This is an optimization exercise on Yosys and OpenROAD, whose aim is small area, a short achievable clock period and few clock cycles, not a production implementation. Only simulation tests tie the RTL to the original design; equivalence was not proved. Power and IR drop assume default switching activity.

==> flow/design.v (excerpt) <==
module circuit(input clk, nrst, in_valid, out_ack, start, input logic [7:0] in_data,
               output logic in_ack, out_valid, ready, output logic [7:0] out_data);
  localparam logic [3:0] C_END = 4'b0000, C_DOT = 4'b0001, C_COM = 4'b0010,
                         C_LB  = 4'b0100, C_RB  = 4'b0101,
                         C_INC = 4'b1000, C_DEC = 4'b1001,
                         C_RT  = 4'b1100, C_LT  = 4'b1101;
  localparam int NSTK = 3;     
  localparam int NLST = 3;     
  localparam int NPAIR = 10;   
  logic st_ready, st_run, st_read, st_skipf, st_skipb, st_fin;
  logic [7:0] pc, h, sp, depth;
  logic [7:0] acc;
  logic       wv;                   
  logic [3:0][3:0] win;             
  logic       lv;                   
  logic [3:0] lcode;
  logic [7:0] laddr;
  logic [7:0] lsp;
  logic [NLST-1:0][7:0] lstk;
  logic [3:0] enc;
  always_comb begin
    case (in_data)
      8'h2b: enc = C_INC;
      8'h2d: enc = C_DEC;
      8'h3e: enc = C_RT;
      8'h3c: enc = C_LT;
      8'h2e: enc = C_DOT;
      8'h2c: enc = C_COM;
      8'h5b: enc = C_LB;
      8'h5d: enc = C_RB;
      default: enc = C_END;
    endcase
  end
  logic [7:0][31:0][3:0] pm;        
  logic [7:0][3:0] po;              
  logic [7:0][4:0] pbrow;           
  always_comb
    for (int b = 0; b < 8; b++) po[b] = pm[b][pbrow[b]];
  always_ff @(posedge clk)
    for (int b = 0; b < 8; b++)
      for (int r = 0; r < 32; r++)
        if (lv && laddr == {r[4:0], b[2:0]}) pm[b][r] <= lcode;
  logic [NPAIR-1:0]      pv;
  logic [NPAIR-1:0][7:0] pkey, ptgt;
  logic       phit;
  logic [7:0] ptarget;
  always_comb begin
    phit = 1'b0;
    ptarget = 8'd0;
    for (int i = 0; i < NPAIR; i++)
  ...
Size: roughly 8300 cells after synthesis, ~3500 flip-flops, ~24 I/O pins, about 150000 sq um of cells after synthesis.
==> flow/config.mk <==
export PLATFORM = sky130hd
export DESIGN_NAME = circuit
export DESIGN_NICKNAME = circuit
export VERILOG_FILES = /design/flow/design.v
export SDC_FILE = /design/flow/constraint.sdc
export NUM_CORES = 4
export LEC_CHECK = 0
export CAP_MARGIN = 20
export CORE_MARGIN = 2
export CORE_UTILIZATION = 60
export CTS_CLUSTER_DIAMETER = 70
export CTS_CLUSTER_SIZE = 24
export PLACE_DENSITY = 0.72
export SLEW_MARGIN = 20
==> flow/constraint.sdc <==
create_clock -name core_clock -period 10.0 [get_ports {clk}]
set_input_delay 2.0000 -clock core_clock [delete_from_list [all_inputs] [get_ports {clk}]]
set_output_delay 2.0000 -clock core_clock [all_outputs]
set_load 0.01 [all_outputs]
standard.sh (not shown) runs the stock make flow with config.mk's settings and CLKGATE_MAP_FILE= SYNTH_SCRIPT=/design/flow/synth_recipe.tcl, a recipe that flattens the netlist after the stock synthesis.
==> flow/flow/run.sh <==
#!/bin/bash
# The standard layout (the standard.sh, unchanged synthesis and steps), with timing
# repair asked to leave 6.5 ns of setup slack at the design's clock period.
set -euo pipefail
bash standard.sh SETUP_SLACK_MARGIN=6.5 finish > standard_make.log 2>&1
The baseline passed the timing, DRC and antenna checks.
Testbench counts at the start, summed over its fixed seeds: cycles 234,471.
Edit:
--- a/flow/design.v
+++ b/flow/design.v
@@ -149,15 +149,15 @@
   logic [4:0] prX;
   logic [7:0][4:0] pbA, pbB, pbX, pbrow_n;
   logic [15:0][3:0] tbrow_n;
   logic [7:0] pc_n, h_n, acc_n, depth_n;
   logic [3:0][3:0] win_n;
   logic       wv_n;
   logic       ex, plain, use1, useS, useT, skipf, skipb, endrun, takeB;
-  logic       push, pop, popb, dot;
+  logic       push, pop, dot;
   logic       fin_n, run_n, read_n, skipf_n, skipb_n, ready_n;
   always_comb begin
     for (int j = 0; j < 6; j++) begin
       pck[j] = pc + 8'(j);
       pck1[j] = pck[j][7:3] + 5'd1;
     end
     pcX = st_skipb ? pc - 8'd1 : opRB ? stka[0] : ptarget;
@@ -169,15 +169,14 @@
     useT  = !plain && opLB && zero && stp[0] && phit;
     skipb = !plain && opRB && !zero && !stk_ok;
     skipf = !plain && opLB && zero && stp[0] && !phit;
     endrun = !plain && !opDOT && !opCOM && !opLB && !opRB;
     push  = ex && !plain && opLB && !zero;
     pop   = ex && !plain && opRB && zero;
     dot   = ex && !plain && opDOT && !out_valid;
-    popb  = st_skipb && wv && win[0] == C_LB && depth == 8'd1;
     takeB = (ex && use1) || (st_skipf && wv);
     nsel = ex ? noh : 5'b00001;
     for (int m = 0; m < 8; m++) pcoh8[m] = pc[2:0] == m[2:0];
     soh = 8'd0;
     for (int a = 0; a < 5; a++)
       for (int m = 0; m < 8; m++)
         if (nsel[a]) soh[m] = soh[m] | pcoh8[(m - a) & 7];
@@ -265,28 +264,26 @@
     if (st_skipf && wv) begin
       if (win[0] == C_LB) depth_n = depth + 8'd1;
       else if (win[0] == C_RB) begin
         depth_n = depth - 8'd1;
         if (depth == 8'd1) begin skipf_n = 1'b0; run_n = 1'b1; end
       end
     end
-    if (st_skipb) begin
+    if (st_skipb && wv) begin
+      wv_n = 1'b0;
       pc_n = pcX;
       pbrow_n = pbX;
-      if (wv) begin
-        if (win[0] == C_RB) depth_n = depth + 8'd1;
-        else if (win[0] == C_LB) begin
-          depth_n = depth - 8'd1;
-          if (depth == 8'd1) begin
-            pc_n = pcB;
-            pbrow_n = pbB;
-            wv_n = 1'b0;
-            skipb_n = 1'b0;
-            run_n = 1'b1;
-          end
+      if (win[0] == C_RB) depth_n = depth + 8'd1;
+      else if (win[0] == C_LB) begin
+        depth_n = depth - 8'd1;
+        if (depth == 8'd1) begin
+          pc_n = pcB;
+          pbrow_n = pbB;
+          skipb_n = 1'b0;
+          run_n = 1'b1;
         end
       end
     end
     ready_n = st_ready && !start;
     if (fin_n && (!out_valid || out_ack)) begin
       fin_n = 1'b0;
       ready_n = 1'b1;
@@ -326,15 +323,15 @@
       wv <= wv_n;
       pc <= pc_n;
       h <= h_n;
       acc <= acc_n;
       depth <= depth_n;
       if (st_ready) sp <= 8'd0;
       else if (push) sp <= sp + 8'd1;
-      else if (pop || popb) sp <= sp - 8'd1;
+      else if (pop) sp <= sp - 8'd1;
       lv <= st_ready && in_valid;
       if (!st_ready) begin
         laddr <= 8'd0;
         lsp <= 8'd0;
       end else if (lv) begin
         laddr <= laddr + 8'd1;
         if (lcode == C_LB) lsp <= lsp + 8'd1;
Effect:
- wire length increases by 3.7%
- die area is about the same
- final area increases by 0.65%
- fmax decreases by 1.6%
- sequential power increases by 12%
- power increases by 9.1%
- via count increases by 3.7%
- clock skew increases by 0.018 ns
- core utilization increases by 0.44 points
Testbench counts after the change, summed over its fixed seeds: cycles 234,471.

==> re-timing with driven ports <==
The results above use ideal ports. As a check the final layouts listed here were re-extracted and re-timed, cells and wires unchanged.
Step 1 (the two cells are an assumption about what drives the block):
set clk [get_ports {clk}]
set_driving_cell -lib_cell sky130_fd_sc_hd__clkbuf_16 $clk
set_driving_cell -lib_cell sky130_fd_sc_hd__buf_2 [delete_from_list [all_inputs] $clk]
Step 2, shift: input delay + t, output delay - t, t = (earliest + latest rising clock arrival at the registers) / 2. This alone moves slack from input paths to output paths.
Slacks: ideal / step 1 / step 2; pairs: ideal / step 1.
run	t, ns	setup WS [ns]	slew at the worst register clock pin (ns)	worst slew at a driven data input, ns
the first run	0.972	6.164 / 6.164 / 5.389	0.10 / 0.10	0.16
the second run	0.966	6.101 / 6.101 / 5.536	0.10 / 0.10	0.08
After both steps every run listed still meets setup and hold. For the first run, which loses most, drivers alone change the setup slack by 0.000 ns; drivers and shift together by -0.775 ns.
